What follows belongs to an exercise in optimizing a design on an open flow for small area, a short achievable clock period and few clock cycles per item; a production flow would make more cautious choices.
Only the layout flow was run in this run; the RTL was not checked for function there.
Power and IR drop assume default switching activity.

==> flow/design.v <==
`timescale 1ns / 1ps
module fa3 (input a, b, c, output s, co);
assign s  = a ^ b ^ c;
assign co = (a & b) | (a & c) | (b & c);
endmodule
module ha2 (input a, b, output s, co);
assign s  = a ^ b;
assign co = a & b;
endmodule
module fa3f (input a, b, c, output s, co);
wire t;
xr2 u_ab (.a(a), .b(b), .y(t));
xr2 u_s (.a(t), .b(c), .y(s));
assign co = (a & b) | (a & c) | (b & c);
endmodule
module xr2 (input a, b, output y);
assign y = a ^ b;
endmodule
module xn2 (input a, b, output y);
assign y = ~(a ^ b);
endmodule
`timescale 1ns / 1ps
`timescale 1ns / 1ps
`timescale 1ns / 1ps
module systolic_array_controller (
	input clk,
	input rst_n,
	input [3:0] a11, a12, a21, a22,
	input [3:0] b11, b12, b21, b22,
	input in_valid,
	output logic [8:0] c11, c12, c21, c22,
	output logic out_valid
);
logic v_q;
always_ff @(posedge clk or negedge rst_n) begin
	if (~rst_n) {out_valid, v_q} <= 2'b00;
	else        {out_valid, v_q} <= {v_q, in_valid};
end
wire [14:0] c11_m; logic [14:0] c11_q;
assign c11_m[0] = ~(a11[0] & b11[0]);
assign c11_m[1] = ~(a12[0] & b21[0]);
assign c11_m[2] = ~(a12[1] & b21[0]);
wire c11_k0, c11_s1, c11_k1, c11_s2, c11_k2, c11_k3, c11_s4, c11_k4, c11_s5, c11_k5, c11_s6, c11_k6, c11_s7, c11_k7, c11_s9, c11_k9, c11_s10, c11_k10, c11_k11, c11_s13, c11_k13, c11_s14;
fa3 c11_u0 (.a(~(a11[0] & b11[1])), .b(~(a11[1] & b11[0])), .c(~(a12[0] & b21[1])), .s(c11_m[3]), .co(c11_k0));
fa3 c11_u1 (.a(~(a11[0] & b11[2])), .b(~(a11[1] & b11[1])), .c(~(a11[2] & b11[0])), .s(c11_s1), .co(c11_k1));
fa3 c11_u2 (.a(~(a12[0] & b21[2])), .b(~(a12[1] & b21[1])), .c(~(a12[2] & b21[0])), .s(c11_s2), .co(c11_k2));
fa3f c11_u3 (.a(c11_k0), .b(c11_s1), .c(c11_s2), .s(c11_m[4]), .co(c11_k3));
fa3 c11_u4 (.a(~(a11[0] & b11[3])), .b(~(a11[1] & b11[2])), .c(~(a11[2] & b11[1])), .s(c11_s4), .co(c11_k4));
fa3 c11_u5 (.a(~(a11[3] & b11[0])), .b(~(a12[0] & b21[3])), .c(~(a12[1] & b21[2])), .s(c11_s5), .co(c11_k5));
fa3f c11_u6 (.a(~(a12[2] & b21[1])), .b(~(a12[3] & b21[0])), .c(c11_k1), .s(c11_s6), .co(c11_k6));
fa3f c11_u7 (.a(c11_k2), .b(c11_s4), .c(c11_s5), .s(c11_s7), .co(c11_k7));
fa3f c11_u8 (.a(c11_k3), .b(c11_s6), .c(c11_s7), .s(c11_m[5]), .co(c11_m[7]));
fa3 c11_u9 (.a(~(a11[1] & b11[3])), .b(~(a11[2] & b11[2])), .c(~(a11[3] & b11[1])), .s(c11_s9), .co(c11_k9));
fa3 c11_u10 (.a(~(a12[1] & b21[3])), .b(~(a12[2] & b21[2])), .c(~(a12[3] & b21[1])), .s(c11_s10), .co(c11_k10));
fa3f c11_u11 (.a(c11_k4), .b(c11_k5), .c(c11_s9), .s(c11_m[6]), .co(c11_k11));
fa3f c11_u12 (.a(c11_s10), .b(c11_k6), .c(c11_k7), .s(c11_m[8]), .co(c11_m[9]));
fa3 c11_u13 (.a(~(a11[2] & b11[3])), .b(~(a11[3] & b11[2])), .c(~(a12[2] & b21[3])), .s(c11_s13), .co(c11_k13));
fa3f c11_u14 (.a(~(a12[3] & b21[2])), .b(c11_k9), .c(c11_k10), .s(c11_s14), .co(c11_m[11]));
fa3f c11_u15 (.a(c11_s13), .b(c11_k11), .c(c11_s14), .s(c11_m[10]), .co(c11_m[13]));
fa3f c11_u16 (.a(~(a11[3] & b11[3])), .b(~(a12[3] & b21[3])), .c(c11_k13), .s(c11_m[12]), .co(c11_m[14]));
wire c11_2s0, c11_2k0, c11_2s1, c11_2k1, c11_2s2, c11_2k2;
fa3 c11_2u0 (.a(c11_q[6]), .b(c11_q[7]), .c(c11_q[8]), .s(c11_2s0), .co(c11_2k0));
fa3 c11_2u1 (.a(1'b1), .b(c11_q[9]), .c(c11_q[10]), .s(c11_2s1), .co(c11_2k1));
fa3 c11_2u2 (.a(c11_q[11]), .b(c11_q[12]), .c(c11_q[13]), .s(c11_2s2), .co(c11_2k2));
wire [8:0] c11_d;
wire c11_ak0, c11_ap0, c11_ak1, c11_ap1, c11_ak5, c11_ap5, c11_ak6, c11_ap6, c11_ak7, c11_ap7, c11_aK0_1, c11_aP0_1, c11_aK0_2, c11_aP0_2, c11_aK0_3, c11_aP0_3, c11_aK0_4, c11_aP0_4, c11_aK0_5, c11_aP0_5, c11_aK0_6, c11_aP0_6, c11_aK0_7, c11_aP0_7, c11_aK0_8, c11_aP0_8, c11_aK0_9, c11_aP0_9, c11_aK1_2, c11_aP1_2, c11_aK1_3, c11_aP1_3, c11_aK1_4, c11_aP1_4, c11_aK1_5, c11_aP1_5, c11_aK1_6, c11_aP1_6, c11_aK1_7, c11_aP1_7, c11_aK1_8, c11_aP1_8, c11_aK1_9, c11_aP1_9, c11_aK2_4, c11_aP2_4, c11_aK2_5, c11_aP2_5, c11_aK2_6, c11_aP2_6, c11_aK2_7, c11_aP2_7, c11_aK2_8, c11_aP2_8, c11_aK2_9, c11_aP2_9, c11_aK3_8, c11_aP3_8, c11_aK3_9, c11_aP3_9;
ha2 c11_ah0 (.a(c11_q[0]), .b(c11_q[1]), .s(c11_ap0), .co(c11_ak0));
ha2 c11_ah1 (.a(c11_q[2]), .b(c11_q[3]), .s(c11_ap1), .co(c11_ak1));
ha2 c11_ah5 (.a(c11_2s1), .b(c11_2k0), .s(c11_ap5), .co(c11_ak5));
ha2 c11_ah6 (.a(c11_2s2), .b(c11_2k1), .s(c11_ap6), .co(c11_ak6));
ha2 c11_ah7 (.a(c11_q[14]), .b(c11_2k2), .s(c11_ap7), .co(c11_ak7));
assign c11_aK0_1 = c11_ak0 | (c11_ap0 & 1'b1);
assign c11_aP0_1 = c11_ap0 & 1'b0;
assign c11_aK0_2 = c11_ak1 | (c11_ap1 & c11_ak0);
assign c11_aP0_2 = c11_ap1 & c11_ap0;
assign c11_aK0_3 = c11_q[4] | (~c11_q[4] & c11_ak1);
assign c11_aP0_3 = ~c11_q[4] & c11_ap1;
assign c11_aK0_4 = c11_q[5] | (~c11_q[5] & c11_q[4]);
assign c11_aP0_4 = ~c11_q[5] & ~c11_q[4];
assign c11_aK0_5 = c11_2s0 | (~c11_2s0 & c11_q[5]);
assign c11_aP0_5 = ~c11_2s0 & ~c11_q[5];
assign c11_aK0_6 = c11_ak5 | (c11_ap5 & c11_2s0);
assign c11_aP0_6 = c11_ap5 & ~c11_2s0;
assign c11_aK0_7 = c11_ak6 | (c11_ap6 & c11_ak5);
assign c11_aP0_7 = c11_ap6 & c11_ap5;
assign c11_aK0_8 = c11_ak7 | (c11_ap7 & c11_ak6);
assign c11_aP0_8 = c11_ap7 & c11_ap6;
assign c11_aK0_9 = 1'b1 | (1'b0 & c11_ak7);
assign c11_aP0_9 = 1'b0 & c11_ap7;
assign c11_aK1_2 = c11_aK0_2 | (c11_aP0_2 & 1'b1);
assign c11_aP1_2 = c11_aP0_2 & 1'b0;
assign c11_aK1_3 = c11_aK0_3 | (c11_aP0_3 & c11_aK0_1);
assign c11_aP1_3 = c11_aP0_3 & c11_aP0_1;
assign c11_aK1_4 = c11_aK0_4 | (c11_aP0_4 & c11_aK0_2);
assign c11_aP1_4 = c11_aP0_4 & c11_aP0_2;
assign c11_aK1_5 = c11_aK0_5 | (c11_aP0_5 & c11_aK0_3);
assign c11_aP1_5 = c11_aP0_5 & c11_aP0_3;
assign c11_aK1_6 = c11_aK0_6 | (c11_aP0_6 & c11_aK0_4);
assign c11_aP1_6 = c11_aP0_6 & c11_aP0_4;
assign c11_aK1_7 = c11_aK0_7 | (c11_aP0_7 & c11_aK0_5);
assign c11_aP1_7 = c11_aP0_7 & c11_aP0_5;
assign c11_aK1_8 = c11_aK0_8 | (c11_aP0_8 & c11_aK0_6);
assign c11_aP1_8 = c11_aP0_8 & c11_aP0_6;
assign c11_aK1_9 = c11_aK0_9 | (c11_aP0_9 & c11_aK0_7);
assign c11_aP1_9 = c11_aP0_9 & c11_aP0_7;
assign c11_aK2_4 = c11_aK1_4 | (c11_aP1_4 & 1'b1);
assign c11_aP2_4 = c11_aP1_4 & 1'b0;
assign c11_aK2_5 = c11_aK1_5 | (c11_aP1_5 & c11_aK0_1);
assign c11_aP2_5 = c11_aP1_5 & c11_aP0_1;
assign c11_aK2_6 = c11_aK1_6 | (c11_aP1_6 & c11_aK1_2);
assign c11_aP2_6 = c11_aP1_6 & c11_aP1_2;
assign c11_aK2_7 = c11_aK1_7 | (c11_aP1_7 & c11_aK1_3);
assign c11_aP2_7 = c11_aP1_7 & c11_aP1_3;
assign c11_aK2_8 = c11_aK1_8 | (c11_aP1_8 & c11_aK1_4);
assign c11_aP2_8 = c11_aP1_8 & c11_aP1_4;
assign c11_aK2_9 = c11_aK1_9 | (c11_aP1_9 & c11_aK1_5);
assign c11_aP2_9 = c11_aP1_9 & c11_aP1_5;
assign c11_aK3_8 = c11_aK2_8 | (c11_aP2_8 & 1'b1);
assign c11_aP3_8 = c11_aP2_8 & 1'b0;
assign c11_aK3_9 = c11_aK2_9 | (c11_aP2_9 & c11_aK0_1);
assign c11_aP3_9 = c11_aP2_9 & c11_aP0_1;
assign c11_d[0] = ~(c11_ap0 ^ 1'b1);
assign c11_d[1] = ~(c11_ap1 ^ c11_aK0_1);
assign c11_d[2] = ~(~c11_q[4] ^ c11_aK1_2);
assign c11_d[3] = ~(~c11_q[5] ^ c11_aK1_3);
assign c11_d[4] = ~(~c11_2s0 ^ c11_aK2_4);
assign c11_d[5] = ~(c11_ap5 ^ c11_aK2_5);
assign c11_d[6] = ~(c11_ap6 ^ c11_aK2_6);
assign c11_d[7] = ~(c11_ap7 ^ c11_aK2_7);
assign c11_d[8] = ~(1'b0 ^ c11_aK3_8);
wire [14:0] c12_m; logic [14:0] c12_q;
assign c12_m[0] = ~(a11[0] & b12[0]);
assign c12_m[1] = ~(a12[0] & b22[0]);
assign c12_m[2] = ~(a12[1] & b22[0]);
wire c12_k0, c12_s1, c12_k1, c12_s2, c12_k2, c12_k3, c12_s4, c12_k4, c12_s5, c12_k5, c12_s6, c12_k6, c12_s7, c12_k7, c12_s9, c12_k9, c12_s10, c12_k10, c12_k11, c12_s13, c12_k13, c12_s14;
fa3 c12_u0 (.a(~(a11[0] & b12[1])), .b(~(a11[1] & b12[0])), .c(~(a12[0] & b22[1])), .s(c12_m[3]), .co(c12_k0));
fa3 c12_u1 (.a(~(a11[0] & b12[2])), .b(~(a11[1] & b12[1])), .c(~(a11[2] & b12[0])), .s(c12_s1), .co(c12_k1));
fa3 c12_u2 (.a(~(a12[0] & b22[2])), .b(~(a12[1] & b22[1])), .c(~(a12[2] & b22[0])), .s(c12_s2), .co(c12_k2));
fa3f c12_u3 (.a(c12_k0), .b(c12_s1), .c(c12_s2), .s(c12_m[4]), .co(c12_k3));
fa3 c12_u4 (.a(~(a11[0] & b12[3])), .b(~(a11[1] & b12[2])), .c(~(a11[2] & b12[1])), .s(c12_s4), .co(c12_k4));
fa3 c12_u5 (.a(~(a11[3] & b12[0])), .b(~(a12[0] & b22[3])), .c(~(a12[1] & b22[2])), .s(c12_s5), .co(c12_k5));
fa3f c12_u6 (.a(~(a12[2] & b22[1])), .b(~(a12[3] & b22[0])), .c(c12_k1), .s(c12_s6), .co(c12_k6));
fa3f c12_u7 (.a(c12_k2), .b(c12_s4), .c(c12_s5), .s(c12_s7), .co(c12_k7));
fa3f c12_u8 (.a(c12_k3), .b(c12_s6), .c(c12_s7), .s(c12_m[5]), .co(c12_m[7]));
fa3 c12_u9 (.a(~(a11[1] & b12[3])), .b(~(a11[2] & b12[2])), .c(~(a11[3] & b12[1])), .s(c12_s9), .co(c12_k9));
fa3 c12_u10 (.a(~(a12[1] & b22[3])), .b(~(a12[2] & b22[2])), .c(~(a12[3] & b22[1])), .s(c12_s10), .co(c12_k10));
fa3f c12_u11 (.a(c12_k4), .b(c12_k5), .c(c12_s9), .s(c12_m[6]), .co(c12_k11));
fa3f c12_u12 (.a(c12_s10), .b(c12_k6), .c(c12_k7), .s(c12_m[8]), .co(c12_m[9]));
fa3 c12_u13 (.a(~(a11[2] & b12[3])), .b(~(a11[3] & b12[2])), .c(~(a12[2] & b22[3])), .s(c12_s13), .co(c12_k13));
fa3f c12_u14 (.a(~(a12[3] & b22[2])), .b(c12_k9), .c(c12_k10), .s(c12_s14), .co(c12_m[11]));
fa3f c12_u15 (.a(c12_s13), .b(c12_k11), .c(c12_s14), .s(c12_m[10]), .co(c12_m[13]));
fa3f c12_u16 (.a(~(a11[3] & b12[3])), .b(~(a12[3] & b22[3])), .c(c12_k13), .s(c12_m[12]), .co(c12_m[14]));
wire c12_2s0, c12_2k0, c12_2s1, c12_2k1, c12_2s2, c12_2k2;
fa3 c12_2u0 (.a(c12_q[6]), .b(c12_q[7]), .c(c12_q[8]), .s(c12_2s0), .co(c12_2k0));
fa3 c12_2u1 (.a(1'b1), .b(c12_q[9]), .c(c12_q[10]), .s(c12_2s1), .co(c12_2k1));
fa3 c12_2u2 (.a(c12_q[11]), .b(c12_q[12]), .c(c12_q[13]), .s(c12_2s2), .co(c12_2k2));
wire [8:0] c12_d;
wire c12_ak0, c12_ap0, c12_ak1, c12_ap1, c12_ak5, c12_ap5, c12_ak6, c12_ap6, c12_ak7, c12_ap7, c12_aK0_1, c12_aP0_1, c12_aK0_2, c12_aP0_2, c12_aK0_3, c12_aP0_3, c12_aK0_4, c12_aP0_4, c12_aK0_5, c12_aP0_5, c12_aK0_6, c12_aP0_6, c12_aK0_7, c12_aP0_7, c12_aK0_8, c12_aP0_8, c12_aK0_9, c12_aP0_9, c12_aK1_2, c12_aP1_2, c12_aK1_3, c12_aP1_3, c12_aK1_4, c12_aP1_4, c12_aK1_5, c12_aP1_5, c12_aK1_6, c12_aP1_6, c12_aK1_7, c12_aP1_7, c12_aK1_8, c12_aP1_8, c12_aK1_9, c12_aP1_9, c12_aK2_4, c12_aP2_4, c12_aK2_5, c12_aP2_5, c12_aK2_6, c12_aP2_6, c12_aK2_7, c12_aP2_7, c12_aK2_8, c12_aP2_8, c12_aK2_9, c12_aP2_9, c12_aK3_8, c12_aP3_8, c12_aK3_9, c12_aP3_9;
ha2 c12_ah0 (.a(c12_q[0]), .b(c12_q[1]), .s(c12_ap0), .co(c12_ak0));
ha2 c12_ah1 (.a(c12_q[2]), .b(c12_q[3]), .s(c12_ap1), .co(c12_ak1));
ha2 c12_ah5 (.a(c12_2s1), .b(c12_2k0), .s(c12_ap5), .co(c12_ak5));
ha2 c12_ah6 (.a(c12_2s2), .b(c12_2k1), .s(c12_ap6), .co(c12_ak6));
ha2 c12_ah7 (.a(c12_q[14]), .b(c12_2k2), .s(c12_ap7), .co(c12_ak7));
assign c12_aK0_1 = c12_ak0 | (c12_ap0 & 1'b1);
assign c12_aP0_1 = c12_ap0 & 1'b0;
assign c12_aK0_2 = c12_ak1 | (c12_ap1 & c12_ak0);
assign c12_aP0_2 = c12_ap1 & c12_ap0;
assign c12_aK0_3 = c12_q[4] | (~c12_q[4] & c12_ak1);
assign c12_aP0_3 = ~c12_q[4] & c12_ap1;
assign c12_aK0_4 = c12_q[5] | (~c12_q[5] & c12_q[4]);
assign c12_aP0_4 = ~c12_q[5] & ~c12_q[4];
assign c12_aK0_5 = c12_2s0 | (~c12_2s0 & c12_q[5]);
assign c12_aP0_5 = ~c12_2s0 & ~c12_q[5];
assign c12_aK0_6 = c12_ak5 | (c12_ap5 & c12_2s0);
assign c12_aP0_6 = c12_ap5 & ~c12_2s0;
assign c12_aK0_7 = c12_ak6 | (c12_ap6 & c12_ak5);
assign c12_aP0_7 = c12_ap6 & c12_ap5;
assign c12_aK0_8 = c12_ak7 | (c12_ap7 & c12_ak6);
assign c12_aP0_8 = c12_ap7 & c12_ap6;
assign c12_aK0_9 = 1'b1 | (1'b0 & c12_ak7);
assign c12_aP0_9 = 1'b0 & c12_ap7;
assign c12_aK1_2 = c12_aK0_2 | (c12_aP0_2 & 1'b1);
assign c12_aP1_2 = c12_aP0_2 & 1'b0;
assign c12_aK1_3 = c12_aK0_3 | (c12_aP0_3 & c12_aK0_1);
assign c12_aP1_3 = c12_aP0_3 & c12_aP0_1;
assign c12_aK1_4 = c12_aK0_4 | (c12_aP0_4 & c12_aK0_2);
assign c12_aP1_4 = c12_aP0_4 & c12_aP0_2;
assign c12_aK1_5 = c12_aK0_5 | (c12_aP0_5 & c12_aK0_3);
assign c12_aP1_5 = c12_aP0_5 & c12_aP0_3;
assign c12_aK1_6 = c12_aK0_6 | (c12_aP0_6 & c12_aK0_4);
assign c12_aP1_6 = c12_aP0_6 & c12_aP0_4;
assign c12_aK1_7 = c12_aK0_7 | (c12_aP0_7 & c12_aK0_5);
assign c12_aP1_7 = c12_aP0_7 & c12_aP0_5;
assign c12_aK1_8 = c12_aK0_8 | (c12_aP0_8 & c12_aK0_6);
assign c12_aP1_8 = c12_aP0_8 & c12_aP0_6;
assign c12_aK1_9 = c12_aK0_9 | (c12_aP0_9 & c12_aK0_7);
assign c12_aP1_9 = c12_aP0_9 & c12_aP0_7;
assign c12_aK2_4 = c12_aK1_4 | (c12_aP1_4 & 1'b1);
assign c12_aP2_4 = c12_aP1_4 & 1'b0;
assign c12_aK2_5 = c12_aK1_5 | (c12_aP1_5 & c12_aK0_1);
assign c12_aP2_5 = c12_aP1_5 & c12_aP0_1;
assign c12_aK2_6 = c12_aK1_6 | (c12_aP1_6 & c12_aK1_2);
assign c12_aP2_6 = c12_aP1_6 & c12_aP1_2;
assign c12_aK2_7 = c12_aK1_7 | (c12_aP1_7 & c12_aK1_3);
assign c12_aP2_7 = c12_aP1_7 & c12_aP1_3;
assign c12_aK2_8 = c12_aK1_8 | (c12_aP1_8 & c12_aK1_4);
assign c12_aP2_8 = c12_aP1_8 & c12_aP1_4;
assign c12_aK2_9 = c12_aK1_9 | (c12_aP1_9 & c12_aK1_5);
assign c12_aP2_9 = c12_aP1_9 & c12_aP1_5;
assign c12_aK3_8 = c12_aK2_8 | (c12_aP2_8 & 1'b1);
assign c12_aP3_8 = c12_aP2_8 & 1'b0;
assign c12_aK3_9 = c12_aK2_9 | (c12_aP2_9 & c12_aK0_1);
assign c12_aP3_9 = c12_aP2_9 & c12_aP0_1;
assign c12_d[0] = ~(c12_ap0 ^ 1'b1);
assign c12_d[1] = ~(c12_ap1 ^ c12_aK0_1);
assign c12_d[2] = ~(~c12_q[4] ^ c12_aK1_2);
assign c12_d[3] = ~(~c12_q[5] ^ c12_aK1_3);
assign c12_d[4] = ~(~c12_2s0 ^ c12_aK2_4);
assign c12_d[5] = ~(c12_ap5 ^ c12_aK2_5);
assign c12_d[6] = ~(c12_ap6 ^ c12_aK2_6);
assign c12_d[7] = ~(c12_ap7 ^ c12_aK2_7);
assign c12_d[8] = ~(1'b0 ^ c12_aK3_8);
wire [14:0] c21_m; logic [14:0] c21_q;
assign c21_m[0] = ~(a21[0] & b11[0]);
assign c21_m[1] = ~(a22[0] & b21[0]);
assign c21_m[2] = ~(a22[1] & b21[0]);
wire c21_k0, c21_s1, c21_k1, c21_s2, c21_k2, c21_k3, c21_s4, c21_k4, c21_s5, c21_k5, c21_s6, c21_k6, c21_s7, c21_k7, c21_s9, c21_k9, c21_s10, c21_k10, c21_k11, c21_s13, c21_k13, c21_s14;
fa3 c21_u0 (.a(~(a21[0] & b11[1])), .b(~(a21[1] & b11[0])), .c(~(a22[0] & b21[1])), .s(c21_m[3]), .co(c21_k0));
fa3 c21_u1 (.a(~(a21[0] & b11[2])), .b(~(a21[1] & b11[1])), .c(~(a21[2] & b11[0])), .s(c21_s1), .co(c21_k1));
fa3 c21_u2 (.a(~(a22[0] & b21[2])), .b(~(a22[1] & b21[1])), .c(~(a22[2] & b21[0])), .s(c21_s2), .co(c21_k2));
fa3f c21_u3 (.a(c21_k0), .b(c21_s1), .c(c21_s2), .s(c21_m[4]), .co(c21_k3));
fa3 c21_u4 (.a(~(a21[0] & b11[3])), .b(~(a21[1] & b11[2])), .c(~(a21[2] & b11[1])), .s(c21_s4), .co(c21_k4));
fa3 c21_u5 (.a(~(a21[3] & b11[0])), .b(~(a22[0] & b21[3])), .c(~(a22[1] & b21[2])), .s(c21_s5), .co(c21_k5));
fa3f c21_u6 (.a(~(a22[2] & b21[1])), .b(~(a22[3] & b21[0])), .c(c21_k1), .s(c21_s6), .co(c21_k6));
fa3f c21_u7 (.a(c21_k2), .b(c21_s4), .c(c21_s5), .s(c21_s7), .co(c21_k7));
fa3f c21_u8 (.a(c21_k3), .b(c21_s6), .c(c21_s7), .s(c21_m[5]), .co(c21_m[7]));
fa3 c21_u9 (.a(~(a21[1] & b11[3])), .b(~(a21[2] & b11[2])), .c(~(a21[3] & b11[1])), .s(c21_s9), .co(c21_k9));
fa3 c21_u10 (.a(~(a22[1] & b21[3])), .b(~(a22[2] & b21[2])), .c(~(a22[3] & b21[1])), .s(c21_s10), .co(c21_k10));
fa3f c21_u11 (.a(c21_k4), .b(c21_k5), .c(c21_s9), .s(c21_m[6]), .co(c21_k11));
fa3f c21_u12 (.a(c21_s10), .b(c21_k6), .c(c21_k7), .s(c21_m[8]), .co(c21_m[9]));
fa3 c21_u13 (.a(~(a21[2] & b11[3])), .b(~(a21[3] & b11[2])), .c(~(a22[2] & b21[3])), .s(c21_s13), .co(c21_k13));
fa3f c21_u14 (.a(~(a22[3] & b21[2])), .b(c21_k9), .c(c21_k10), .s(c21_s14), .co(c21_m[11]));
fa3f c21_u15 (.a(c21_s13), .b(c21_k11), .c(c21_s14), .s(c21_m[10]), .co(c21_m[13]));
fa3f c21_u16 (.a(~(a21[3] & b11[3])), .b(~(a22[3] & b21[3])), .c(c21_k13), .s(c21_m[12]), .co(c21_m[14]));
wire c21_2s0, c21_2k0, c21_2s1, c21_2k1, c21_2s2, c21_2k2;
fa3 c21_2u0 (.a(c21_q[6]), .b(c21_q[7]), .c(c21_q[8]), .s(c21_2s0), .co(c21_2k0));
fa3 c21_2u1 (.a(1'b1), .b(c21_q[9]), .c(c21_q[10]), .s(c21_2s1), .co(c21_2k1));
fa3 c21_2u2 (.a(c21_q[11]), .b(c21_q[12]), .c(c21_q[13]), .s(c21_2s2), .co(c21_2k2));
wire [8:0] c21_d;
wire c21_ak0, c21_ap0, c21_ak1, c21_ap1, c21_ak5, c21_ap5, c21_ak6, c21_ap6, c21_ak7, c21_ap7, c21_aK0_1, c21_aP0_1, c21_aK0_2, c21_aP0_2, c21_aK0_3, c21_aP0_3, c21_aK0_4, c21_aP0_4, c21_aK0_5, c21_aP0_5, c21_aK0_6, c21_aP0_6, c21_aK0_7, c21_aP0_7, c21_aK0_8, c21_aP0_8, c21_aK0_9, c21_aP0_9, c21_aK1_2, c21_aP1_2, c21_aK1_3, c21_aP1_3, c21_aK1_4, c21_aP1_4, c21_aK1_5, c21_aP1_5, c21_aK1_6, c21_aP1_6, c21_aK1_7, c21_aP1_7, c21_aK1_8, c21_aP1_8, c21_aK1_9, c21_aP1_9, c21_aK2_4, c21_aP2_4, c21_aK2_5, c21_aP2_5, c21_aK2_6, c21_aP2_6, c21_aK2_7, c21_aP2_7, c21_aK2_8, c21_aP2_8, c21_aK2_9, c21_aP2_9, c21_aK3_8, c21_aP3_8, c21_aK3_9, c21_aP3_9;
ha2 c21_ah0 (.a(c21_q[0]), .b(c21_q[1]), .s(c21_ap0), .co(c21_ak0));
ha2 c21_ah1 (.a(c21_q[2]), .b(c21_q[3]), .s(c21_ap1), .co(c21_ak1));
ha2 c21_ah5 (.a(c21_2s1), .b(c21_2k0), .s(c21_ap5), .co(c21_ak5));
ha2 c21_ah6 (.a(c21_2s2), .b(c21_2k1), .s(c21_ap6), .co(c21_ak6));
ha2 c21_ah7 (.a(c21_q[14]), .b(c21_2k2), .s(c21_ap7), .co(c21_ak7));
assign c21_aK0_1 = c21_ak0 | (c21_ap0 & 1'b1);
assign c21_aP0_1 = c21_ap0 & 1'b0;
assign c21_aK0_2 = c21_ak1 | (c21_ap1 & c21_ak0);
assign c21_aP0_2 = c21_ap1 & c21_ap0;
assign c21_aK0_3 = c21_q[4] | (~c21_q[4] & c21_ak1);
assign c21_aP0_3 = ~c21_q[4] & c21_ap1;
assign c21_aK0_4 = c21_q[5] | (~c21_q[5] & c21_q[4]);
assign c21_aP0_4 = ~c21_q[5] & ~c21_q[4];
assign c21_aK0_5 = c21_2s0 | (~c21_2s0 & c21_q[5]);
assign c21_aP0_5 = ~c21_2s0 & ~c21_q[5];
assign c21_aK0_6 = c21_ak5 | (c21_ap5 & c21_2s0);
assign c21_aP0_6 = c21_ap5 & ~c21_2s0;
assign c21_aK0_7 = c21_ak6 | (c21_ap6 & c21_ak5);
assign c21_aP0_7 = c21_ap6 & c21_ap5;
assign c21_aK0_8 = c21_ak7 | (c21_ap7 & c21_ak6);
assign c21_aP0_8 = c21_ap7 & c21_ap6;
assign c21_aK0_9 = 1'b1 | (1'b0 & c21_ak7);
assign c21_aP0_9 = 1'b0 & c21_ap7;
assign c21_aK1_2 = c21_aK0_2 | (c21_aP0_2 & 1'b1);
assign c21_aP1_2 = c21_aP0_2 & 1'b0;
assign c21_aK1_3 = c21_aK0_3 | (c21_aP0_3 & c21_aK0_1);
assign c21_aP1_3 = c21_aP0_3 & c21_aP0_1;
assign c21_aK1_4 = c21_aK0_4 | (c21_aP0_4 & c21_aK0_2);
assign c21_aP1_4 = c21_aP0_4 & c21_aP0_2;
assign c21_aK1_5 = c21_aK0_5 | (c21_aP0_5 & c21_aK0_3);
assign c21_aP1_5 = c21_aP0_5 & c21_aP0_3;
assign c21_aK1_6 = c21_aK0_6 | (c21_aP0_6 & c21_aK0_4);
assign c21_aP1_6 = c21_aP0_6 & c21_aP0_4;
assign c21_aK1_7 = c21_aK0_7 | (c21_aP0_7 & c21_aK0_5);
assign c21_aP1_7 = c21_aP0_7 & c21_aP0_5;
assign c21_aK1_8 = c21_aK0_8 | (c21_aP0_8 & c21_aK0_6);
assign c21_aP1_8 = c21_aP0_8 & c21_aP0_6;
assign c21_aK1_9 = c21_aK0_9 | (c21_aP0_9 & c21_aK0_7);
assign c21_aP1_9 = c21_aP0_9 & c21_aP0_7;
assign c21_aK2_4 = c21_aK1_4 | (c21_aP1_4 & 1'b1);
assign c21_aP2_4 = c21_aP1_4 & 1'b0;
assign c21_aK2_5 = c21_aK1_5 | (c21_aP1_5 & c21_aK0_1);
assign c21_aP2_5 = c21_aP1_5 & c21_aP0_1;
assign c21_aK2_6 = c21_aK1_6 | (c21_aP1_6 & c21_aK1_2);
assign c21_aP2_6 = c21_aP1_6 & c21_aP1_2;
assign c21_aK2_7 = c21_aK1_7 | (c21_aP1_7 & c21_aK1_3);
assign c21_aP2_7 = c21_aP1_7 & c21_aP1_3;
assign c21_aK2_8 = c21_aK1_8 | (c21_aP1_8 & c21_aK1_4);
assign c21_aP2_8 = c21_aP1_8 & c21_aP1_4;
assign c21_aK2_9 = c21_aK1_9 | (c21_aP1_9 & c21_aK1_5);
assign c21_aP2_9 = c21_aP1_9 & c21_aP1_5;
assign c21_aK3_8 = c21_aK2_8 | (c21_aP2_8 & 1'b1);
assign c21_aP3_8 = c21_aP2_8 & 1'b0;
assign c21_aK3_9 = c21_aK2_9 | (c21_aP2_9 & c21_aK0_1);
assign c21_aP3_9 = c21_aP2_9 & c21_aP0_1;
assign c21_d[0] = ~(c21_ap0 ^ 1'b1);
assign c21_d[1] = ~(c21_ap1 ^ c21_aK0_1);
assign c21_d[2] = ~(~c21_q[4] ^ c21_aK1_2);
assign c21_d[3] = ~(~c21_q[5] ^ c21_aK1_3);
assign c21_d[4] = ~(~c21_2s0 ^ c21_aK2_4);
assign c21_d[5] = ~(c21_ap5 ^ c21_aK2_5);
assign c21_d[6] = ~(c21_ap6 ^ c21_aK2_6);
assign c21_d[7] = ~(c21_ap7 ^ c21_aK2_7);
assign c21_d[8] = ~(1'b0 ^ c21_aK3_8);
wire [14:0] c22_m; logic [14:0] c22_q;
assign c22_m[0] = ~(a21[0] & b12[0]);
assign c22_m[1] = ~(a22[0] & b22[0]);
assign c22_m[2] = ~(a22[1] & b22[0]);
wire c22_k0, c22_s1, c22_k1, c22_s2, c22_k2, c22_k3, c22_s4, c22_k4, c22_s5, c22_k5, c22_s6, c22_k6, c22_s7, c22_k7, c22_s9, c22_k9, c22_s10, c22_k10, c22_k11, c22_s13, c22_k13, c22_s14;
fa3 c22_u0 (.a(~(a21[0] & b12[1])), .b(~(a21[1] & b12[0])), .c(~(a22[0] & b22[1])), .s(c22_m[3]), .co(c22_k0));
fa3 c22_u1 (.a(~(a21[0] & b12[2])), .b(~(a21[1] & b12[1])), .c(~(a21[2] & b12[0])), .s(c22_s1), .co(c22_k1));
fa3 c22_u2 (.a(~(a22[0] & b22[2])), .b(~(a22[1] & b22[1])), .c(~(a22[2] & b22[0])), .s(c22_s2), .co(c22_k2));
fa3f c22_u3 (.a(c22_k0), .b(c22_s1), .c(c22_s2), .s(c22_m[4]), .co(c22_k3));
fa3 c22_u4 (.a(~(a21[0] & b12[3])), .b(~(a21[1] & b12[2])), .c(~(a21[2] & b12[1])), .s(c22_s4), .co(c22_k4));
fa3 c22_u5 (.a(~(a21[3] & b12[0])), .b(~(a22[0] & b22[3])), .c(~(a22[1] & b22[2])), .s(c22_s5), .co(c22_k5));
fa3f c22_u6 (.a(~(a22[2] & b22[1])), .b(~(a22[3] & b22[0])), .c(c22_k1), .s(c22_s6), .co(c22_k6));
fa3f c22_u7 (.a(c22_k2), .b(c22_s4), .c(c22_s5), .s(c22_s7), .co(c22_k7));
fa3f c22_u8 (.a(c22_k3), .b(c22_s6), .c(c22_s7), .s(c22_m[5]), .co(c22_m[7]));
fa3 c22_u9 (.a(~(a21[1] & b12[3])), .b(~(a21[2] & b12[2])), .c(~(a21[3] & b12[1])), .s(c22_s9), .co(c22_k9));
fa3 c22_u10 (.a(~(a22[1] & b22[3])), .b(~(a22[2] & b22[2])), .c(~(a22[3] & b22[1])), .s(c22_s10), .co(c22_k10));
fa3f c22_u11 (.a(c22_k4), .b(c22_k5), .c(c22_s9), .s(c22_m[6]), .co(c22_k11));
fa3f c22_u12 (.a(c22_s10), .b(c22_k6), .c(c22_k7), .s(c22_m[8]), .co(c22_m[9]));
fa3 c22_u13 (.a(~(a21[2] & b12[3])), .b(~(a21[3] & b12[2])), .c(~(a22[2] & b22[3])), .s(c22_s13), .co(c22_k13));
fa3f c22_u14 (.a(~(a22[3] & b22[2])), .b(c22_k9), .c(c22_k10), .s(c22_s14), .co(c22_m[11]));
fa3f c22_u15 (.a(c22_s13), .b(c22_k11), .c(c22_s14), .s(c22_m[10]), .co(c22_m[13]));
fa3f c22_u16 (.a(~(a21[3] & b12[3])), .b(~(a22[3] & b22[3])), .c(c22_k13), .s(c22_m[12]), .co(c22_m[14]));
wire c22_2s0, c22_2k0, c22_2s1, c22_2k1, c22_2s2, c22_2k2;
fa3 c22_2u0 (.a(c22_q[6]), .b(c22_q[7]), .c(c22_q[8]), .s(c22_2s0), .co(c22_2k0));
fa3 c22_2u1 (.a(1'b1), .b(c22_q[9]), .c(c22_q[10]), .s(c22_2s1), .co(c22_2k1));
fa3 c22_2u2 (.a(c22_q[11]), .b(c22_q[12]), .c(c22_q[13]), .s(c22_2s2), .co(c22_2k2));
wire [8:0] c22_d;
wire c22_ak0, c22_ap0, c22_ak1, c22_ap1, c22_ak5, c22_ap5, c22_ak6, c22_ap6, c22_ak7, c22_ap7, c22_aK0_1, c22_aP0_1, c22_aK0_2, c22_aP0_2, c22_aK0_3, c22_aP0_3, c22_aK0_4, c22_aP0_4, c22_aK0_5, c22_aP0_5, c22_aK0_6, c22_aP0_6, c22_aK0_7, c22_aP0_7, c22_aK0_8, c22_aP0_8, c22_aK0_9, c22_aP0_9, c22_aK1_2, c22_aP1_2, c22_aK1_3, c22_aP1_3, c22_aK1_4, c22_aP1_4, c22_aK1_5, c22_aP1_5, c22_aK1_6, c22_aP1_6, c22_aK1_7, c22_aP1_7, c22_aK1_8, c22_aP1_8, c22_aK1_9, c22_aP1_9, c22_aK2_4, c22_aP2_4, c22_aK2_5, c22_aP2_5, c22_aK2_6, c22_aP2_6, c22_aK2_7, c22_aP2_7, c22_aK2_8, c22_aP2_8, c22_aK2_9, c22_aP2_9, c22_aK3_8, c22_aP3_8, c22_aK3_9, c22_aP3_9;
ha2 c22_ah0 (.a(c22_q[0]), .b(c22_q[1]), .s(c22_ap0), .co(c22_ak0));
ha2 c22_ah1 (.a(c22_q[2]), .b(c22_q[3]), .s(c22_ap1), .co(c22_ak1));
ha2 c22_ah5 (.a(c22_2s1), .b(c22_2k0), .s(c22_ap5), .co(c22_ak5));
ha2 c22_ah6 (.a(c22_2s2), .b(c22_2k1), .s(c22_ap6), .co(c22_ak6));
ha2 c22_ah7 (.a(c22_q[14]), .b(c22_2k2), .s(c22_ap7), .co(c22_ak7));
assign c22_aK0_1 = c22_ak0 | (c22_ap0 & 1'b1);
assign c22_aP0_1 = c22_ap0 & 1'b0;
assign c22_aK0_2 = c22_ak1 | (c22_ap1 & c22_ak0);
assign c22_aP0_2 = c22_ap1 & c22_ap0;
assign c22_aK0_3 = c22_q[4] | (~c22_q[4] & c22_ak1);
assign c22_aP0_3 = ~c22_q[4] & c22_ap1;
assign c22_aK0_4 = c22_q[5] | (~c22_q[5] & c22_q[4]);
assign c22_aP0_4 = ~c22_q[5] & ~c22_q[4];
assign c22_aK0_5 = c22_2s0 | (~c22_2s0 & c22_q[5]);
assign c22_aP0_5 = ~c22_2s0 & ~c22_q[5];
assign c22_aK0_6 = c22_ak5 | (c22_ap5 & c22_2s0);
assign c22_aP0_6 = c22_ap5 & ~c22_2s0;
assign c22_aK0_7 = c22_ak6 | (c22_ap6 & c22_ak5);
assign c22_aP0_7 = c22_ap6 & c22_ap5;
assign c22_aK0_8 = c22_ak7 | (c22_ap7 & c22_ak6);
assign c22_aP0_8 = c22_ap7 & c22_ap6;
assign c22_aK0_9 = 1'b1 | (1'b0 & c22_ak7);
assign c22_aP0_9 = 1'b0 & c22_ap7;
assign c22_aK1_2 = c22_aK0_2 | (c22_aP0_2 & 1'b1);
assign c22_aP1_2 = c22_aP0_2 & 1'b0;
assign c22_aK1_3 = c22_aK0_3 | (c22_aP0_3 & c22_aK0_1);
assign c22_aP1_3 = c22_aP0_3 & c22_aP0_1;
assign c22_aK1_4 = c22_aK0_4 | (c22_aP0_4 & c22_aK0_2);
assign c22_aP1_4 = c22_aP0_4 & c22_aP0_2;
assign c22_aK1_5 = c22_aK0_5 | (c22_aP0_5 & c22_aK0_3);
assign c22_aP1_5 = c22_aP0_5 & c22_aP0_3;
assign c22_aK1_6 = c22_aK0_6 | (c22_aP0_6 & c22_aK0_4);
assign c22_aP1_6 = c22_aP0_6 & c22_aP0_4;
assign c22_aK1_7 = c22_aK0_7 | (c22_aP0_7 & c22_aK0_5);
assign c22_aP1_7 = c22_aP0_7 & c22_aP0_5;
assign c22_aK1_8 = c22_aK0_8 | (c22_aP0_8 & c22_aK0_6);
assign c22_aP1_8 = c22_aP0_8 & c22_aP0_6;
assign c22_aK1_9 = c22_aK0_9 | (c22_aP0_9 & c22_aK0_7);
assign c22_aP1_9 = c22_aP0_9 & c22_aP0_7;
assign c22_aK2_4 = c22_aK1_4 | (c22_aP1_4 & 1'b1);
assign c22_aP2_4 = c22_aP1_4 & 1'b0;
assign c22_aK2_5 = c22_aK1_5 | (c22_aP1_5 & c22_aK0_1);
assign c22_aP2_5 = c22_aP1_5 & c22_aP0_1;
assign c22_aK2_6 = c22_aK1_6 | (c22_aP1_6 & c22_aK1_2);
assign c22_aP2_6 = c22_aP1_6 & c22_aP1_2;
assign c22_aK2_7 = c22_aK1_7 | (c22_aP1_7 & c22_aK1_3);
assign c22_aP2_7 = c22_aP1_7 & c22_aP1_3;
assign c22_aK2_8 = c22_aK1_8 | (c22_aP1_8 & c22_aK1_4);
assign c22_aP2_8 = c22_aP1_8 & c22_aP1_4;
assign c22_aK2_9 = c22_aK1_9 | (c22_aP1_9 & c22_aK1_5);
assign c22_aP2_9 = c22_aP1_9 & c22_aP1_5;
assign c22_aK3_8 = c22_aK2_8 | (c22_aP2_8 & 1'b1);
assign c22_aP3_8 = c22_aP2_8 & 1'b0;
assign c22_aK3_9 = c22_aK2_9 | (c22_aP2_9 & c22_aK0_1);
assign c22_aP3_9 = c22_aP2_9 & c22_aP0_1;
assign c22_d[0] = ~(c22_ap0 ^ 1'b1);
assign c22_d[1] = ~(c22_ap1 ^ c22_aK0_1);
assign c22_d[2] = ~(~c22_q[4] ^ c22_aK1_2);
assign c22_d[3] = ~(~c22_q[5] ^ c22_aK1_3);
assign c22_d[4] = ~(~c22_2s0 ^ c22_aK2_4);
assign c22_d[5] = ~(c22_ap5 ^ c22_aK2_5);
assign c22_d[6] = ~(c22_ap6 ^ c22_aK2_6);
assign c22_d[7] = ~(c22_ap7 ^ c22_aK2_7);
assign c22_d[8] = ~(1'b0 ^ c22_aK3_8);
always_ff @(posedge clk) begin
	c11_q <= c11_m;
	c11 <= c11_d;
	c12_q <= c12_m;
	c12 <= c12_d;
	c21_q <= c21_m;
	c21 <= c21_d;
	c22_q <= c22_m;
	c22 <= c22_d;
end
endmodule
==> flow/flow/run.sh <==
#!/bin/bash
# Own layout flow: the standard layout (standard.sh), with smaller port
# buffers than the resizer's default choice: sky130_fd_sc_hd__buf_4 on the inputs
# (each drives eight gates) and, through flow/ports.tcl after global placement,
# sky130_fd_sc_hd__buf_1 on the outputs.
# make's full output (yosys, openroad, ...) goes to make_finish.log here; ORFS
# keeps each step's own log under orfs/logs/.
set -euo pipefail
export BUFFER_PORTS_ARGS="-buffer_cell sky130_fd_sc_hd__buf_4"
export POST_GLOBAL_PLACE_TCL="$PWD/flow/ports.tcl"
bash standard.sh finish > make_finish.log 2>&1
==> flow/flow/ports.tcl <==
# Runs after global placement (POST_GLOBAL_PLACE_TCL).  buffer_ports gave every
# port a sky130_fd_sc_hd__buf_4; the output ports' buffers only drive the pin
# load, so they become sky130_fd_sc_hd__buf_1 (detailed placement legalizes).
set n 0
foreach inst [[ord::get_db_block] getInsts] {
  if {[string match "output*" [$inst getName]] && [[$inst getMaster] getName] eq "sky130_fd_sc_hd__buf_4"} {
    replace_cell [$inst getName] sky130_fd_sc_hd__buf_1
    incr n
  }
}
puts "ports.tcl: $n output buffers are now sky130_fd_sc_hd__buf_1"
==> flow/standard.sh <==
#!/bin/bash
# synth_recipe.tcl (not shown) runs the flow's synth.tcl, then flattens the netlist and writes it again
# the make line also repeats each setting of config.mk as NAME=value (left out here)
make -C /OpenROAD-flow-scripts/flow DESIGN_CONFIG=/design/flow/config.mk WORK_HOME=/design/flow/orfs CLKGATE_MAP_FILE= SYNTH_SCRIPT=/design/flow/synth_recipe.tcl "${@:-finish}"
==> flow/config.mk <==
export PLATFORM = sky130hd
export DESIGN_NAME = systolic_array_controller
export DESIGN_NICKNAME = systolic_array_controller
export VERILOG_FILES = /design/flow/design.v
export SDC_FILE = /design/flow/constraint.sdc
export NUM_CORES = 4
export LEC_CHECK = 0
export CAP_MARGIN = 20
export CORE_MARGIN = 2
export CORE_UTILIZATION = 65
export CTS_BUF_LIST = sky130_fd_sc_hd__clkbuf_8
export SLEW_MARGIN = 20
export SYNTH_HIERARCHICAL = 1
export SYNTH_MINIMUM_KEEP_SIZE = 0
==> flow/constraint.sdc <==
create_clock -name core_clock -period 5.0 [get_ports {clk}]
set_input_delay 1.0000 -clock core_clock [delete_from_list [all_inputs] [get_ports {clk}]]
set_output_delay 1.0000 -clock core_clock [all_outputs]
set_load 0.01 [all_outputs]
==> summary.txt <==
## cells in the mapped netlist
cell type / count
a21oi_1: 4
a311oi_2: 4
and2_1: 4
clkbuf_1: 32
conb_1: 1
dfrtp_1: 2
dfxtp_1: 96
fa_1: 44
ha_1: 20
inv_1: 4
maj3_2: 36
nand2_1: 136
nor2_1: 4
nor3_1: 4
nor4_1: 4
nor4_2: 4
o21a_1: 8
o21ai_1: 4
o21ba_2: 4
or3_1: 4
xnor2_1: 16
xor2_1: 76
## placed cells by master (no fill, tap or decap)
cell type and instances:
xnor2_1 16, maj3_2 36, a21oi_1 4, or3_1 4, buf_1 37, nor4_2 4
nand2_1 136, o21ai_1 4, fa_1 44, nor3_1 4, xor2_1 76, nor4_1 4
a311oi_2 4, inv_1 4, clkbuf_8 11, and2_1 4, clkinv_4 3, o21a_1 8
nor2_1 4, buf_4 34, dfxtp_1 96, ha_1 20, o21ba_2 4, conb_1 4
dfrtp_1 2, bufinv_16 2
## power by group
group	switching [mW]	total [mW]	internal (mW)	leakage [nW]
clock	0.266	0.578	0.312	0.120
combinational	0.567	1.07	0.505	1.35
sequential	0.100	1.12	1.02	0.829
## metal layers
layer	share of wire (%)	global-route usage, %	up-vias
li1	-	-	1728
met1	42	30.5	1797
met2	50	43.0	111
met3	5.8	4.07	19
met4	2.0	11.2	0
met5	0	0	-
## how the worst min path moves through the flow
stage / from / endpoint / slack, ns / cells after the start
floorplan: v_q / out_valid / 0.33 / 0
global placement: v_q / out_valid / 0.34 / 0
detailed placement: v_q / out_valid / 0.36 / 0
CTS: v_q / out_valid / 0.38 / 0
global route: rst_n / v_q / 0.39 / 1
finish: v_q / out_valid / 0.37 / 0
## cell families (layout without fill, tap and decap cells)
logic type	Yosys count	after routing	synth area share [%]
AOI/OAI and AO/OA	24	24	3.76
buffers and inverters	36	91	2.54
other	1	4	0.0704
and+or+nand+nor	160	160	12.6
adders and majority gates	100	100	28.9
DFF	98	98	37.0
xor gates and xnor gates	92	92	15.1
## sequential cells by signal, summed over array words and instances, names as in the netlist
name / flops
c21: 9
c11_q: 15
c12_q: 15
c22_q: 15
c11: 9
c21_q: 15
out_valid: 1
c12: 9
v_q: 1
c22: 9
## Yosys stat by module (local to each module, per instance)
module                     flip-flops and latches  copies in the design  area (µm²)  cells
ha2                                             0                    20        12.5      1
fa3                                             0                    44        20.0      1
xr2                                             0                    72        8.76      1
fa3f                                            0                    36        11.3      1
systolic_array_controller                      98                     1        3160    339
## metrics by stage
stage / utilization [%] / cells / power, mW / cell area [µm²]
floorplan: - / 514 / 1.96 / 5340
global placement: 72.7 / 658 / 2.26 / 5880
detailed placement: 70.9 / 658 / 2.22 / 5740
CTS: 73.9 / 674 / 2.80 / 5980
global route: 73.9 / 674 / 2.97 / 5980
finish: 73.9 / 674 / 2.77 / 5980
## area by class of cell
class	instances	area share, %
Multi-Input combinational cell	380	54.0
Sequential cell	98	33.0
Timing Repair Buffer	71	6.59
Clock buffer	11	2.53
Tap cell	105	2.20
Clock inverter	5	1.44
Inverter	4	0.251
==> reports/metrics.yaml <==
timing:
  hold_slack_ns: 0.372
  rsz0062_at_grt: "false"
  final.setup_skew_ns: 0.00857
  min_period_over_period_pct: 45.5
  layout_min_cycle_time_ns: 2.28
  setup_viol: 0
  finalSetupTns_ns: 0
  clock.fmax_mhz: 439
  hold_viol_final: 0
  fin_ws_ns: 2.72
  drv_slew: 0
cts:
  cts_buffers: 9
  cts-root-buf: "clkbuf_8"
  cts_sinks: 98
  htreeDepth: 3
  cts_tree: "done"
  post_cts_buffers: 0
  cts_hold_buf: 0
  clk_path_buf_depth: 2
  cts_resized: 0
  clk_latency_ns: 0.36
  path_clk_slew_ns: 0.09
detailed_routing:
  drt-total-wl_mm: 10.1
  drc_errors: 0
  post_drt_wl_per_cell_um: 14.9
  dr.pass1.iters: 4
  dr_total_vias: 3655
  drt_iter0_markers: 108
  ant_nets: 0
  via_per_inst: 5.42
worst_setup_path:
  endpoint: "c22_q[7]"
  crit_type: "in2reg"
  crit_top_cell: "xor2_1"
  cp_num_cells: 6
  cp.required_ns: 5.31
  cp.arrival_ns: 2.58
  slowest_delay_ns: 0.59
  r2r_cells: 5
  worstPathCellList: "buf_4 -> nand2_1 -> fa_1 -> xor2_1 -> xor2_1 -> maj3_2"
  startpoint: "b12[3]"
  cp_max_fo: 8
  timing.rr.start: "c12_q[11]"
  critPathSlowestCell: "fa_1"
  path_buf_inv: 1
  cp-end-kind: "register"
  rr_endpoint: "c12[7]"
  r2r_setup_slack_ns: 3.10
  crit_family: "adder cells"
  start_kind: "primary input"
global_routing:
  overflow: 0
  grt_max_degree: 17
  grt_pass1_vias: 3845
  grtUsageTotal_pct: 24.8
  grt_pass1_wl_mm: 17.0
  antenna_found_initial: 0
finish:
  drive_gt1_share_pct: 17.2
  multiInputGateArea_um2: 3230
  seq_area_um2: 1970
  antennaDiodeCount: 0
  final_nets: 663
  fillers: 614
  areaGrowthSynthToFinish_pct: 12.3
logic_synthesis:
  synthCells: 511
  seq_area_frac_synth_pct: 37.0
  synth_area_per_cell_um2: 10.4
  syn-cell-area_um2: 5320
  synth_top_area_share_pct: 36.1
  synth_area_leaders: "dfxtp_1 (36%), fa_1 (17%), xor2_1 (13%)"
  ys_types: 22
  synth_warnings: 7
  synth_area_leader_cell: "dfxtp_1"
  synth-seq-cells: 98
die:
  die-height_um: 94.5
  std_cell_rows: 33
  ios: 72
  core_area_um2: 8090
  start_util_pct: 65.8
  die_area_um2: 8930
  die_w_um: 94.5
flow_run:
  max-cap-violations: 0
pwr:
  irDropWorstVdd_mv: 0.265
  leakage_nw: 2.30
  powerDensity_nw_per_um2: 464
placement:
  dp_hpwl_mm: 8.07
  portBuffers: 71
  dp_slack_ns: 2.40
hold_path:
  min_path_type: "reg2reg"
run_status:
  status: "finished clean"

static timing again, ports no longer ideal:
In the flow no input, the clock included, has a driving cell. The finished layout below was timed again as built, in two steps.
Step 1, drivers: a clkbuf_16 drives clk and a buf_2 each remaining input, both assumed.
Step 2 adds t to the input delays and takes it off the output delays; t is the mean of the earliest and latest rising clock arrival at the registers after step 1. Input paths then give back, and output paths get back, about the clock's delay inside the block.
Slacks: ideal / step 1 / step 2; pairs: ideal / step 1.
shift t [ns]: 0.389
setup WS [ns]: 2.723 / 2.731 / 2.342
slew at the worst register clock pin (ns): 0.10 / 0.10
worst data-port slew with drivers (ns): 0.04
cell pins on the clock port's net: 1
After both steps this run still meets setup and hold. The setup slack of this run moves by +0.008 ns with the drivers and by -0.381 ns with both steps.
